From an optimization exercise on the open Yosys and OpenROAD flow, aimed at small area, a short achievable clock period and few clock cycles per item; shortcuts taken in it are not production practice.
At most, simulation tests tie the RTL to the original design; equivalence was not proved.
For run 2, only the layout was checked, not whether the RTL still works.
Power is estimated from default activity; no workload was simulated.

`flow/config.mk`:
```
export PLATFORM = sky130hd
export DESIGN_NAME = bin2bcd
export DESIGN_NICKNAME = bin2bcd
export VERILOG_FILES = /design/flow/design.v
export SDC_FILE = /design/flow/constraint.sdc
export NUM_CORES = 4
export LEC_CHECK = 0
export ABC_AREA = 1
export CAP_MARGIN = 20
export CORE_AREA = 2.3 2.72 63.7 63.28
export DIE_AREA = 0 0 66 66
export PLACE_DENSITY = 0.6
export SLEW_MARGIN = 20
```
`flow/constraint.sdc`:
```
create_clock -name core_clock -period 5.0 [get_ports {clk}]
set_input_delay 1.0000 -clock core_clock [delete_from_list [all_inputs] [get_ports {clk}]]
set_output_delay 1.0000 -clock core_clock [all_outputs]
set_load 0.01 [all_outputs]
```
`flow/design.v`:
```
module bin2bcd(bin, en, clk, reset, bcd_out, rdy);
	input [11:0] bin;
	input clk;
	input en;
	output [15:0] bcd_out;
	output rdy;
	input reset;
	reg [14:0] mid;     
	reg result_rdy;
	wire [12:0] front_o;
	wire [14:0] back_o;
	front u_front(.v(bin[11:2]), .o(front_o));
	always @(posedge clk)
		mid <= {front_o, bin[1:0]};
	always @(posedge clk or posedge reset) begin
		if (reset) result_rdy <= 1'b0;
		else result_rdy <= en;
	end
	back u_back(.m(mid[14:2]), .l(mid[1:0]), .o(back_o));
	assign bcd_out = {1'b0, back_o};
	assign rdy = result_rdy;
endmodule
module front(v, o);
	input [9:0] v;
	output [12:0] o;
	wire new_n24, new_n25, new_n26, new_n27, new_n28, new_n29, new_n30, new_n31, new_n32, new_n33, new_n34, new_n35, new_n36, new_n37, new_n38, new_n39, new_n40, new_n41, new_n42, new_n43, new_n44, new_n45, new_n46, new_n47, new_n48, new_n49, new_n50, new_n51, new_n52, new_n53, new_n54, new_n55, new_n56, new_n57, new_n58, new_n59, new_n60, new_n61, new_n62, new_n63, new_n64, new_n65, new_n66, new_n67, new_n68, new_n69, new_n70, new_n71, new_n72, new_n73, new_n74, new_n75, new_n76, new_n77, new_n78, new_n79, new_n80, new_n81, new_n82, new_n83, new_n84, new_n85, new_n86, new_n87, new_n88, new_n89, new_n90, new_n91, new_n92, new_n93, new_n94, new_n95, new_n97, new_n98, new_n100, new_n101, new_n102, new_n104, new_n105, new_n107, new_n108, new_n109, new_n110, new_n111, new_n112, new_n113, new_n114, new_n115, new_n116, new_n117, new_n118, new_n119, new_n120, new_n121, new_n122, new_n123, new_n124, new_n125, new_n126, new_n128, new_n129, new_n130, new_n131, new_n132, new_n133, new_n134, new_n135, new_n136, new_n137, new_n138, new_n139, new_n140, new_n141, new_n142, new_n143, new_n145, new_n146, new_n148, new_n149, new_n150, new_n152, new_n153;
	assign new_n24 = ~v[7] & v[9];
	assign new_n25 = v[7] & ~v[9];
	assign new_n26 = ~v[6] & ~new_n25;
	assign new_n27 = ~new_n24 & ~new_n26;
	assign new_n28 = v[6] & ~v[8];
	assign new_n29 = v[8] & ~new_n24;
	assign new_n30 = ~new_n28 & ~new_n29;
	assign new_n31 = ~new_n27 & ~new_n30;
	assign new_n32 = v[5] & new_n31;
	assign new_n33 = v[8] & new_n27;
	assign new_n34 = ~v[8] & new_n24;
	assign new_n35 = ~new_n33 & ~new_n34;
	assign new_n36 = ~v[6] & new_n35;
	assign new_n37 = v[6] & ~new_n35;
	assign new_n38 = ~new_n36 & ~new_n37;
	assign new_n39 = new_n24 & ~new_n28;
	assign new_n40 = ~v[6] & v[8];
	assign new_n41 = new_n25 & ~new_n40;
	assign new_n42 = ~new_n39 & ~new_n41;
	assign new_n43 = ~v[5] & ~new_n42;
	assign new_n44 = ~new_n38 & new_n43;
	assign new_n45 = ~new_n32 & ~new_n44;
	assign new_n46 = v[4] & ~new_n45;
	assign new_n47 = ~v[5] & ~new_n38;
	assign new_n48 = ~new_n42 & ~new_n47;
	assign new_n49 = ~new_n31 & ~new_n48;
	assign new_n50 = ~v[5] & new_n49;
	assign new_n51 = v[5] & ~new_n49;
	assign new_n52 = ~new_n50 & ~new_n51;
	assign new_n53 = ~v[5] & new_n31;
	assign new_n54 = new_n38 & ~new_n43;
	assign new_n55 = ~new_n53 & ~new_n54;
	assign new_n56 = ~v[4] & ~new_n55;
	assign new_n57 = ~new_n52 & new_n56;
	assign new_n58 = ~new_n46 & ~new_n57;
	assign new_n59 = v[3] & ~new_n58;
	assign new_n60 = ~v[4] & ~new_n52;
	assign new_n61 = ~new_n55 & ~new_n60;
	assign new_n62 = new_n45 & ~new_n61;
	assign new_n63 = ~v[4] & new_n62;
	assign new_n64 = v[4] & ~new_n62;
	assign new_n65 = ~new_n63 & ~new_n64;
	assign new_n66 = ~v[4] & ~new_n45;
	assign new_n67 = new_n52 & ~new_n56;
	assign new_n68 = ~new_n66 & ~new_n67;
	assign new_n69 = ~v[3] & ~new_n68;
	assign new_n70 = ~new_n65 & new_n69;
	assign new_n71 = ~new_n59 & ~new_n70;
	assign new_n72 = ~v[2] & ~new_n71;
	assign new_n73 = ~v[3] & ~new_n58;
	assign new_n74 = new_n65 & ~new_n69;
	assign new_n75 = ~new_n73 & ~new_n74;
	assign new_n76 = ~v[2] & ~new_n75;
	assign new_n77 = ~v[3] & ~new_n65;
	assign new_n78 = ~new_n68 & ~new_n77;
	assign new_n79 = new_n58 & ~new_n78;
	assign new_n80 = ~v[3] & new_n79;
	assign new_n81 = v[3] & ~new_n79;
	assign new_n82 = ~new_n80 & ~new_n81;
	assign new_n83 = ~new_n76 & new_n82;
	assign new_n84 = ~new_n72 & ~new_n83;
	assign new_n85 = ~v[2] & ~new_n82;
	assign new_n86 = ~new_n75 & ~new_n85;
	assign new_n87 = new_n71 & ~new_n86;
	assign new_n88 = ~v[2] & new_n87;
	assign new_n89 = v[2] & ~new_n87;
	assign new_n90 = ~new_n88 & ~new_n89;
	assign new_n91 = ~v[1] & ~new_n90;
	assign new_n92 = ~new_n84 & ~new_n91;
	assign new_n93 = v[2] & ~new_n71;
	assign new_n94 = new_n76 & ~new_n82;
	assign new_n95 = ~new_n93 & ~new_n94;
	assign o[4] = new_n92 | ~new_n95;
	assign new_n97 = ~v[1] & ~o[4];
	assign new_n98 = v[1] & o[4];
	assign o[1] = ~new_n97 & ~new_n98;
	assign new_n100 = ~v[1] & ~new_n95;
	assign new_n101 = ~v[1] & ~new_n84;
	assign new_n102 = new_n90 & ~new_n101;
	assign o[2] = new_n100 | new_n102;
	assign new_n104 = v[1] & ~new_n95;
	assign new_n105 = ~new_n90 & new_n101;
	assign o[3] = new_n104 | new_n105;
	assign new_n107 = ~v[7] & ~v[8];
	assign new_n108 = v[9] & ~new_n107;
	assign new_n109 = new_n35 & new_n49;
	assign new_n110 = new_n108 & new_n109;
	assign new_n111 = ~new_n62 & new_n110;
	assign new_n112 = ~new_n49 & ~new_n108;
	assign new_n113 = new_n108 & ~new_n109;
	assign new_n114 = new_n49 & new_n113;
	assign new_n115 = ~new_n112 & ~new_n114;
	assign new_n116 = ~new_n35 & ~new_n108;
	assign new_n117 = new_n62 & new_n116;
	assign new_n118 = new_n115 & new_n117;
	assign new_n119 = ~new_n111 & ~new_n118;
	assign new_n120 = new_n79 & ~new_n119;
	assign new_n121 = new_n62 & new_n110;
	assign new_n122 = ~new_n115 & ~new_n117;
	assign new_n123 = ~new_n121 & ~new_n122;
	assign new_n124 = new_n79 & ~new_n123;
	assign new_n125 = new_n62 & new_n115;
	assign new_n126 = new_n116 & ~new_n125;
	assign o[10] = new_n110 | new_n126;
	assign new_n128 = ~new_n62 & ~o[10];
	assign new_n129 = new_n62 & o[10];
	assign new_n130 = ~new_n128 & ~new_n129;
	assign new_n131 = ~new_n124 & ~new_n130;
	assign new_n132 = ~new_n120 & ~new_n131;
	assign new_n133 = new_n79 & new_n130;
	assign new_n134 = ~new_n123 & ~new_n133;
	assign new_n135 = new_n119 & ~new_n134;
	assign new_n136 = ~new_n79 & new_n135;
	assign new_n137 = new_n79 & ~new_n135;
	assign new_n138 = ~new_n136 & ~new_n137;
	assign new_n139 = new_n87 & new_n138;
	assign new_n140 = ~new_n132 & ~new_n139;
	assign new_n141 = ~new_n79 & ~new_n119;
	assign new_n142 = new_n124 & new_n130;
	assign new_n143 = ~new_n141 & ~new_n142;
	assign o[8] = new_n140 | ~new_n143;
	assign new_n145 = ~new_n87 & ~o[8];
	assign new_n146 = new_n87 & o[8];
	assign o[5] = new_n145 | new_n146;
	assign new_n148 = new_n87 & ~new_n143;
	assign new_n149 = new_n87 & ~new_n132;
	assign new_n150 = ~new_n138 & ~new_n149;
	assign o[6] = new_n148 | new_n150;
	assign new_n152 = ~new_n87 & ~new_n143;
	assign new_n153 = new_n138 & new_n149;
	assign o[7] = new_n152 | new_n153;
	assign o[9] = ~new_n113 & ~new_n135;
	assign o[11] = new_n113 & new_n135;
	assign o[12] = new_n113 & ~new_n135;
	assign o[0] = v[0];
endmodule
module back(m, l, o);
	input [12:0] m;
	input [1:0] l;
	output [14:0] o;
	wire new_n31, new_n32, new_n33, new_n34, new_n35, new_n36, new_n37, new_n38, new_n39, new_n40, new_n41, new_n42, new_n43, new_n44, new_n45, new_n47, new_n48, new_n50, new_n51, new_n52, new_n54, new_n55, new_n57, new_n58, new_n59, new_n60, new_n61, new_n62, new_n63, new_n64, new_n65, new_n66, new_n67, new_n68, new_n69, new_n70, new_n71, new_n73, new_n74, new_n76, new_n77, new_n78, new_n80, new_n81, new_n83, new_n84, new_n85, new_n86, new_n87, new_n88, new_n90, new_n91, new_n92, new_n93, new_n94, new_n95, new_n96, new_n97, new_n99, new_n100, new_n102, new_n103, new_n104, new_n106, new_n107;
	assign new_n31 = ~m[0] & m[3];
	assign new_n32 = ~m[0] & m[2];
	assign new_n33 = m[1] & ~new_n32;
	assign new_n34 = ~new_n31 & ~new_n33;
	assign new_n35 = ~m[0] & ~m[1];
	assign new_n36 = m[2] & ~new_n35;
	assign new_n37 = ~m[3] & ~new_n36;
	assign new_n38 = ~m[0] & ~new_n37;
	assign new_n39 = m[0] & new_n37;
	assign new_n40 = ~new_n38 & ~new_n39;
	assign new_n41 = ~l[1] & new_n40;
	assign new_n42 = ~new_n34 & ~new_n41;
	assign new_n43 = m[0] & m[3];
	assign new_n44 = m[2] & new_n35;
	assign new_n45 = ~new_n43 & ~new_n44;
	assign o[4] = new_n42 | ~new_n45;
	assign new_n47 = l[1] & o[4];
	assign new_n48 = ~l[1] & ~o[4];
	assign o[1] = ~new_n47 & ~new_n48;
	assign new_n50 = ~l[1] & ~new_n45;
	assign new_n51 = ~l[1] & ~new_n34;
	assign new_n52 = ~new_n40 & ~new_n51;
	assign o[2] = new_n50 | new_n52;
	assign new_n54 = l[1] & ~new_n45;
	assign new_n55 = new_n40 & new_n51;
	assign o[3] = new_n54 | new_n55;
	assign new_n57 = ~m[4] & m[7];
	assign new_n58 = ~m[4] & m[6];
	assign new_n59 = m[5] & ~new_n58;
	assign new_n60 = ~new_n57 & ~new_n59;
	assign new_n61 = ~m[4] & ~m[5];
	assign new_n62 = m[6] & ~new_n61;
	assign new_n63 = ~m[7] & ~new_n62;
	assign new_n64 = m[4] & ~new_n63;
	assign new_n65 = ~m[4] & new_n63;
	assign new_n66 = ~new_n64 & ~new_n65;
	assign new_n67 = new_n37 & ~new_n66;
	assign new_n68 = ~new_n60 & ~new_n67;
	assign new_n69 = m[4] & m[7];
	assign new_n70 = ~m[5] & new_n58;
	assign new_n71 = ~new_n69 & ~new_n70;
	assign o[8] = new_n68 | ~new_n71;
	assign new_n73 = new_n37 & o[8];
	assign new_n74 = ~new_n37 & ~o[8];
	assign o[5] = new_n73 | new_n74;
	assign new_n76 = new_n37 & ~new_n71;
	assign new_n77 = new_n37 & ~new_n60;
	assign new_n78 = new_n66 & ~new_n77;
	assign o[6] = new_n76 | new_n78;
	assign new_n80 = ~new_n37 & ~new_n71;
	assign new_n81 = ~new_n60 & new_n67;
	assign o[7] = new_n80 | new_n81;
	assign new_n83 = ~m[8] & m[11];
	assign new_n84 = ~m[8] & m[10];
	assign new_n85 = m[9] & ~new_n84;
	assign new_n86 = ~new_n83 & ~new_n85;
	assign new_n87 = ~m[8] & ~m[9];
	assign new_n88 = m[10] & ~new_n87;
	assign o[13] = m[11] | new_n88;
	assign new_n90 = ~m[8] & o[13];
	assign new_n91 = m[8] & ~o[13];
	assign new_n92 = ~new_n90 & ~new_n91;
	assign new_n93 = new_n63 & new_n92;
	assign new_n94 = ~new_n86 & ~new_n93;
	assign new_n95 = m[8] & m[11];
	assign new_n96 = m[10] & new_n87;
	assign new_n97 = ~new_n95 & ~new_n96;
	assign o[12] = new_n94 | ~new_n97;
	assign new_n99 = new_n63 & o[12];
	assign new_n100 = ~new_n63 & ~o[12];
	assign o[9] = new_n99 | new_n100;
	assign new_n102 = new_n63 & ~new_n97;
	assign new_n103 = new_n63 & ~new_n86;
	assign new_n104 = ~new_n92 & ~new_n103;
	assign o[10] = new_n102 | new_n104;
	assign new_n106 = ~new_n63 & ~new_n97;
	assign new_n107 = new_n92 & new_n103;
	assign o[11] = new_n106 | new_n107;
	assign o[0] = l[0];
	assign o[14] = m[12];
endmodule
```
`flow/flow/run.sh`:
```
#!/bin/bash
# Standard layout, but with the smallest buffer on every port instead of
# the delay buffer that buffer_ports picks by default.
set -euo pipefail
export BUFFER_PORTS_ARGS="-buffer_cell sky130_fd_sc_hd__buf_1"
export CTS_ARGS="-sink_clustering_enable -repair_clock_nets -dont_use_dummy_load -buf_list sky130_fd_sc_hd__clkbuf_4 -root_buf sky130_fd_sc_hd__clkbuf_4"
bash standard.sh > standard.log 2>&1
```
`flow/standard.sh`:
```
#!/bin/bash
# synth_recipe.tcl (not shown) runs the flow's synth.tcl, then flattens the netlist and writes it again
# the make line also repeats each setting of config.mk as NAME=value (left out here)
make -C /OpenROAD-flow-scripts/flow DESIGN_CONFIG=/design/flow/config.mk WORK_HOME=/design/flow/orfs CLKGATE_MAP_FILE= SYNTH_SCRIPT=/design/flow/synth_recipe.tcl "${@:-finish}"
```
==> impl_metrics.toml, run 1 <==
[die]
die_w_um = 66
die-area_um2 = 4360
io-pin-count = 32
initial_utilization = 0.347
core.rowCount = 22
core_area_um2 = 3660
die_height_um = 66

[power]
comb_power_share = 0.613
swShare = 0.479
pwr-share-seq = 0.286
power.density_nw_per_um2 = 426
p_switching_mw = 0.294
p_int_mw = 0.320
clockPowerShare = 0.101
leakage_nw = 0.733
vdd_drop_max_mv = 0.0922

[critical_path]
cp-end-kind = "register"
cp-start-kind = "primary input"
critical_path_required_ns = 5.18
arrival_ns = 3.10
critical_path.max_fanout = 4
crit_type = "in -> reg"

[synthesis]
yosys.area_share.simple = 0.325
synth.largest_area_cell = "dfxtp_1"
synth_edf_count = 0
ys_ff_latch = 16
synth_top_family_by_area = "simple AND/OR/NAND/NOR gates"
synth_mux_area_frac = 0
netlist_area_um2 = 1270
yosysMostFrequentCell = "nand2_1"
synthAdderAreaFrac = 0
synth_area_leaders = "dfxtp_1, nand2_1, inv_1"
synth-xor-area-share = 0.0414
synth-compound-area-share = 0.226
yosys_warnings = 1
ys_seq_area_frac = 0.256
synthesis.nets = 227
synth_top_area_frac = 0.237
ys_top_cells_by_count = "nand2_1, inv_1, o21ai_0"
syn_inst = 212
async_reset_ff_frac = 0.0625
synth_cell_types = 26
synth_area_per_cell_um2 = 5.98
ys.flop_type = "dfxtp_1"

[global_route]
grt_pass1_vias = 1031
grt_antenna_before_repair = 0
grt_use_total = 0.109
grt_max_degree = 10
grt.overflow.total = 0
grt_pass1_wl_mm = 3.86

[layout]
drive_gt1_frac = 0.0950
utilization = 0.394
nNetsFinal = 259
final_cells = 290
syn2layout_area_growth_pct = 13.6
antenna_cells = 0

[place]
io_buffers = 30
gp_congestion = 0.796
dp_hpwl_mm = 1.89
post-place-cells = 287

[sta]
hold_violations = 0
fmax_ghz = 0.342
finalSetupViolations = 0
setup-tns-final_ns = 0
finalCritPeriodShare = 0.585
fin_crit_ns = 2.92
fin_hold_ws_ns = 0.512
maxSlewViolCount = 0
rsz0062_at_grt = "no"

[clocking]
cts_setup_buffers = 0
cts_buffer_depth = 2
cts_root_buf = "clkbuf_4"
hold_buffers = 0
cts_sinks = 16
cts_buffers = 3
cts.clk_slew.worst_paths_ns = 0.08
cts_tree = "yes"
cts_max_level = 1
cts_resized = 0

[detailed_routing]
drc = 0
wl_met2_um = 939
drt_wl_total_mm = 2.23
antenna_left = 0
wl_met1_mm = 1.17
dr.pass1.iters = 4
wl_met3_um = 98
wire_per_inst_um = 7.68
vias = 1282
viasPerCell = 4.42
top_layer = "met4"
drt-initial-drc-count = 59

[run]
max-cap-violations = 0

[status]
status = "no timing/DRC/antenna violations"

[hold_path]
hp-class = "in -> async"
## power by group through the flow
stage	sequential, mW	combinational (mW)	clock (mW)
after floorplan	0.175	0.291	0
after global placement	0.179	0.378	0
after detailed placement	0.179	0.379	0
after CTS	0.176	0.380	0.0672
after global routing	0.179	0.440	0.0740
final	0.176	0.377	0.0619
## worst max-delay path, stage by stage
cell	delay, ns
buf_1	0.10
inv_1	0.10
nor2_1	0.07
or2_1	0.22
nand2_1	0.14
inv_1	0.09
o21ai_0	0.15
nand2_1	0.09
nand2_1	0.06
nand2_1	0.06
nand2_1	0.13
inv_1	0.08
o211ai_1	0.10
nand2_2	0.09
nand3_1	0.09
nand2_2	0.06
nand2_2	0.07
nand2_1	0.05
nand2_1	0.08
nand2_1	0.06
nand2_2	0.07
nand2_2	0.05
nand2_1	0.06
nand2_1	0.04
## metrics by stage
step / total power, mW / instance area (um2) / worst slack, ns
2_1_floorplan: 0.466 / 1270 / 2.17
3_3_place_gp: 0.557 / 1420 / 1.76
3_5_place_dp: 0.558 / 1420 / 1.80
4_1_cts: 0.623 / 1440 / 2.05
5_1_grt: 0.692 / 1440 / 1.69
6_report: 0.614 / 1440 / 2.08
## per-layer routing
layer / vias up / global-route usage
met5: - / 0
li1: 733 / -
met2: 30 / 0.176
met3: 2 / 0.0102
met1: 517 / 0.143
met4: 0 / 0.0612
## layout make-up
class	count	area, um2
well taps	48	60.1
flip-flops and latches	16	325
clock buffers	3	22.5
multi-input cells	149	756
inverters	44	165
fillers	412	2220
repair buffers	30	113
## worst paths after layout
kind                       startpoint  slack [ns]  cells after the start                    to
setup / recovery               bin[8]        2.08                     24        mid[7]$_DFF_P_
hold / removal                  reset        0.51                      2  result_rdy$_DFF_PP0_
max in group asynchronous       reset        4.40                      2  result_rdy$_DFF_PP0_
min in group core_clock        bin[0]        0.81                      1        mid[0]$_DFF_P_
## cell usage in the layout, fill, tap and decap left out, types with 3 or more instances in the layout
master    Yosys  routed
nand3_1       9       9
o21ai_0      18      18
o21ai_1       4       4
dfxtp_1      15      15
nand2_1      54      54
o22ai_1       9       9
inv_1        40      40
nor2_1       15      15
clkbuf_4      0       3
a22oi_1       5       5
buf_1         0      30
xor2_1        6       6
a21oi_1       6       6
nand2_2      10      10
inv_2         4       4
## kinds of logic (layout without fill, tap and decap cells)
family                 Yosys count  in the layout
XOR/XNOR                         6              6
flip-flops                      16             16
AO/OA/AOI/OAI                   48             48
AND/OR/NAND/NOR                 94             94
other                            1              1
buffers and inverters           47             77
## registers in the layout, summed over array words and instances, names as in the netlist
| name | count |
|---|---|
| mid | 15 |
| result_rdy | 1 |
Testbench counts, summed over its fixed seeds: cycles 2,056, items 2,048.
==> run 2: changes to the inputs <==
--- a/flow/design.v
+++ b/flow/design.v
@@ -172,24 +172,24 @@
 	assign new_n35 = ~m[0] & ~m[1];
 	assign new_n36 = m[2] & ~new_n35;
 	assign new_n37 = ~m[3] & ~new_n36;
-	assign new_n38 = ~m[0] & ~new_n37;
-	assign new_n39 = m[0] & new_n37;
+	assign new_n38 = ~m[0] & new_n37;
+	assign new_n39 = m[0] & ~new_n37;
 	assign new_n40 = ~new_n38 & ~new_n39;
-	assign new_n41 = ~l[1] & new_n40;
+	assign new_n41 = ~l[1] & ~new_n40;
 	assign new_n42 = ~new_n34 & ~new_n41;
 	assign new_n43 = m[0] & m[3];
-	assign new_n44 = m[2] & new_n35;
+	assign new_n44 = ~m[1] & new_n32;
 	assign new_n45 = ~new_n43 & ~new_n44;
 	assign o[4] = new_n42 | ~new_n45;
-	assign new_n47 = l[1] & o[4];
-	assign new_n48 = ~l[1] & ~o[4];
+	assign new_n47 = ~l[1] & ~o[4];
+	assign new_n48 = l[1] & o[4];
 	assign o[1] = ~new_n47 & ~new_n48;
 	assign new_n50 = ~l[1] & ~new_n45;
 	assign new_n51 = ~l[1] & ~new_n34;
-	assign new_n52 = ~new_n40 & ~new_n51;
+	assign new_n52 = new_n40 & ~new_n51;
 	assign o[2] = new_n50 | new_n52;
 	assign new_n54 = l[1] & ~new_n45;
-	assign new_n55 = new_n40 & new_n51;
+	assign new_n55 = ~new_n40 & new_n51;
 	assign o[3] = new_n54 | new_n55;
 	assign new_n57 = ~m[4] & m[7];
 	assign new_n58 = ~m[4] & m[6];
@@ -198,8 +198,8 @@
 	assign new_n61 = ~m[4] & ~m[5];
 	assign new_n62 = m[6] & ~new_n61;
 	assign new_n63 = ~m[7] & ~new_n62;
-	assign new_n64 = m[4] & ~new_n63;
-	assign new_n65 = ~m[4] & new_n63;
+	assign new_n64 = ~m[4] & new_n63;
+	assign new_n65 = m[4] & ~new_n63;
 	assign new_n66 = ~new_n64 & ~new_n65;
 	assign new_n67 = new_n37 & ~new_n66;
 	assign new_n68 = ~new_n60 & ~new_n67;
@@ -207,15 +207,15 @@
 	assign new_n70 = ~m[5] & new_n58;
 	assign new_n71 = ~new_n69 & ~new_n70;
 	assign o[8] = new_n68 | ~new_n71;
-	assign new_n73 = new_n37 & o[8];
-	assign new_n74 = ~new_n37 & ~o[8];
+	assign new_n73 = ~new_n37 & ~o[8];
+	assign new_n74 = new_n37 & o[8];
 	assign o[5] = new_n73 | new_n74;
 	assign new_n76 = new_n37 & ~new_n71;
 	assign new_n77 = new_n37 & ~new_n60;
 	assign new_n78 = new_n66 & ~new_n77;
 	assign o[6] = new_n76 | new_n78;
 	assign new_n80 = ~new_n37 & ~new_n71;
-	assign new_n81 = ~new_n60 & new_n67;
+	assign new_n81 = ~new_n66 & new_n77;
 	assign o[7] = new_n80 | new_n81;
 	assign new_n83 = ~m[8] & m[11];
 	assign new_n84 = ~m[8] & m[10];
@@ -224,24 +224,24 @@
 	assign new_n87 = ~m[8] & ~m[9];
 	assign new_n88 = m[10] & ~new_n87;
 	assign o[13] = m[11] | new_n88;
-	assign new_n90 = ~m[8] & o[13];
-	assign new_n91 = m[8] & ~o[13];
+	assign new_n90 = ~m[8] & ~o[13];
+	assign new_n91 = m[8] & o[13];
 	assign new_n92 = ~new_n90 & ~new_n91;
-	assign new_n93 = new_n63 & new_n92;
+	assign new_n93 = new_n63 & ~new_n92;
 	assign new_n94 = ~new_n86 & ~new_n93;
 	assign new_n95 = m[8] & m[11];
-	assign new_n96 = m[10] & new_n87;
+	assign new_n96 = ~m[9] & new_n84;
 	assign new_n97 = ~new_n95 & ~new_n96;
 	assign o[12] = new_n94 | ~new_n97;
-	assign new_n99 = new_n63 & o[12];
-	assign new_n100 = ~new_n63 & ~o[12];
+	assign new_n99 = ~new_n63 & ~o[12];
+	assign new_n100 = new_n63 & o[12];
 	assign o[9] = new_n99 | new_n100;
 	assign new_n102 = new_n63 & ~new_n97;
 	assign new_n103 = new_n63 & ~new_n86;
-	assign new_n104 = ~new_n92 & ~new_n103;
+	assign new_n104 = new_n92 & ~new_n103;
 	assign o[10] = new_n102 | new_n104;
 	assign new_n106 = ~new_n63 & ~new_n97;
-	assign new_n107 = new_n92 & new_n103;
+	assign new_n107 = ~new_n92 & new_n103;
 	assign o[11] = new_n106 | new_n107;
 	assign o[0] = l[0];
 	assign o[14] = m[12];
==> run 2 against run 1 <==
Via count barely moved; power down 0.38%; count of clock-buffer cells in the layout unchanged; area after synthesis down 0.20%; sequential share of layout area is essentially flat; critical path depth stayed put; global-route usage barely moved; fmax shrank 0.32%; hold slack got worse by 0.0054 ns; worst setup slack worse by 0.0094 ns; routed wire length rose by 1.9%.
==> impl_metrics.toml, run 2 <==
[global_route]
grt_pass1_wl_mm = 3.90
met2_usage = 0.177
grt.overflow.total = 0
grt_antenna_before_repair = 0
grt_use_total = 0.109
grt_pass1_vias = 1031
grtUsageMet3 = 0.0119
grt_most_used_layer = "met2"
met1_usage = 0.144
grt_max_degree = 10

[synthesis]
ys.flop_type = "dfxtp_1"
ys_top_cells_by_count = "nand2_1, inv_1, o21ai_0"
synth.largest_area_cell = "dfxtp_1"
synth_cell_types = 25
synth_top_area_frac = 0.237
syn_inst = 214
ys_ff_latch = 16
netlist_area_um2 = 1270
synth_area_per_cell_um2 = 5.92
yosysMostFrequentCell = "nand2_1"
async_reset_ff_frac = 0.0625
synth_area_leaders = "dfxtp_1, nand2_1, inv_1"
yosys_warnings = 1
synthesis.nets = 229
ys_seq_area_frac = 0.257
synth_edf_count = 0

[detailed_routing]
wire_per_inst_um = 7.77
drt-initial-drc-count = 19
antenna_left = 0
drt_wl_total_mm = 2.27
vias = 1283
dr.pass1.iters = 4
drc = 0
viasPerCell = 4.39

[clocking]
cts_setup_buffers = 0
cts_buffer_depth = 2
cts_resized = 0
hold_buffers = 0
cts_buffers = 3
cts.clk_slew.worst_paths_ns = 0.09
cts_max_level = 1
cts_sinks = 16
cts_tree = "yes"
cts_root_buf = "clkbuf_4"

[critical_path]
critical_path.max_fanout = 4
crit_type = "in -> reg"
cp-end-kind = "register"
critical_path_required_ns = 5.17
cp-start-kind = "primary input"
arrival_ns = 3.10

[run]
max-cap-violations = 0

[hold_path]
hp-class = "in -> async"

[layout]
drive_gt1_frac = 0.0902
utilization = 0.393
syn2layout_area_growth_pct = 13.6
largestRegisters = "mid x15, result_rdy x1"
nNetsFinal = 261
largest_register = "mid"
layout_commonest_cell = "nand2_1"
final_cell_mix = "nand2_1, inv_1, buf_1"
antenna_cells = 0
largest_reg_flops = 15

[power]
vdd_drop_max_mv = 0.0957
power.density_nw_per_um2 = 425
leakage_nw = 0.737

[sta]
finalCritPeriodShare = 0.587
hold_violations = 0
fin_crit_ns = 2.93
setup-tns-final_ns = 0
maxSlewViolCount = 0
fmax_ghz = 0.341
rsz0062_at_grt = "no"
finalSetupViolations = 0

[die]
die_w_um = 66
die-area_um2 = 4360
core.rowCount = 22
io-pin-count = 32
core_area_um2 = 3660
initial_utilization = 0.346
die_height_um = 66

[place]
io_buffers = 30
gp_congestion = 0.832
dp_hpwl_mm = 1.92

[status]
status = "no timing/DRC/antenna violations"
-- run 2: layout make-up --
| class | count | area [um2] |
|---|---|---|
| clock buffers | 3 | 22.5 |
| fillers | 408 | 2220 |
| inverters | 46 | 173 |
| multi-input cells | 149 | 746 |
| flip-flops and latches | 16 | 325 |
| well taps | 48 | 60.1 |
| repair buffers | 30 | 113 |
-- run 2: logic make-up after synthesis --
family                 after synthesis  synth area share
buffers and inverters               49             0.154
AO/OA/AOI/OAI                       48             0.220
XOR/XNOR                             6            0.0415
other                                1           0.00296
AND/OR/NAND/NOR                     94             0.324
flip-flops                          16             0.257
-- run 2: through the flow --
| stage | instance area, um2 | setup WS (ns) | hold WS [ns] | instances | power, mW |
|---|---|---|---|---|---|
| floorplan | 1270 | 2.17 | 0.729 | 214 | 0.463 |
| global placement | 1420 | 1.76 | 0.807 | 289 | 0.553 |
| detailed placement | 1420 | 1.82 | 0.812 | 289 | 0.556 |
| CTS | 1440 | 2.09 | 0.492 | 292 | 0.621 |
| global route | 1440 | 1.77 | 0.486 | 292 | 0.687 |
| finish | 1440 | 2.07 | 0.506 | 292 | 0.612 |
-- run 2: report_power, final --
group          switching [mW]  total, mW  internal [mW]
Clock                  0.0340     0.0619         0.0279
Sequential             0.0129      0.171          0.158
Combinational           0.248      0.379          0.131
-- run 2: routing by layer --
layer  part of all wire  up-vias  wire length, um
li1                   -      735                -
met1               0.52      524             1170
met2               0.44       24             1000
met3              0.043        0               97
met4                  0        0                0
met5                  0        -                0
-- run 2: worst paths after layout --
kind | from | end | slack (ns) | cells after the start
setup / recovery | bin[8] | mid[7]$_DFF_P_ | 2.07 | 24
hold / removal | reset | result_rdy$_DFF_PP0_ | 0.51 | 2
max in group asynchronous | reset | result_rdy$_DFF_PP0_ | 4.41 | 2
min in group core_clock | bin[2] | mid[2]$_DFF_P_ | 0.81 | 1
-- run 2: critical path, stage by stage --
cell and delay (ns):
buf_1 0.10, inv_1 0.10, nor2_1 0.07, or2_1 0.22, nand2_1 0.12, inv_1 0.08
o21ai_0 0.15, nand2_1 0.09, nand2_1 0.06, nand2_1 0.06, nand2_1 0.12, inv_1 0.09
o211ai_1 0.10, nand2_2 0.09, nand3_1 0.09, nand2_2 0.06, nand2_2 0.08, nand2_1 0.05
nand2_1 0.08, nand2_1 0.06, nand2_2 0.07, nand2_2 0.05, nand2_1 0.06, nand2_1 0.04

static timing again, ports no longer ideal:
How much do the figures lean on ideal ports? The routed layouts below were timed once more, with nothing changed but the port constraints.
Step 1 (the two cells are an assumption about what drives the block):
set clk [get_ports {clk}]
set_driving_cell -lib_cell sky130_fd_sc_hd__clkbuf_16 $clk
set_driving_cell -lib_cell sky130_fd_sc_hd__buf_2 [delete_from_list [all_inputs] $clk]
Step 2 adds t to the input delays and takes it off the output delays; t is the mean of the earliest and latest rising clock arrival at the registers after step 1. Input paths then give back, and output paths get back, about the clock's delay inside the block.
Slacks: no drivers / after step 1 / after step 2; pairs: no drivers / after step 1.
| run | t, ns | setup WS [ns] | worst setup path after step 2 | slew at the worst register clock pin (ns) | worst slew at a driven data input, ns |
|---|---|---|---|---|---|
| run 1 | 0.290 | 2.076 / 2.074 / 1.783 | input to register | 0.08 / 0.08 | 0.03 |
| run 2 | 0.289 | 2.066 / 2.065 / 1.775 | input to register | 0.09 / 0.09 | 0.03 |
After both steps every run listed still meets setup and hold. For run 1, which loses most, drivers alone change the setup slack by -0.002 ns; drivers and shift together by -0.293 ns.
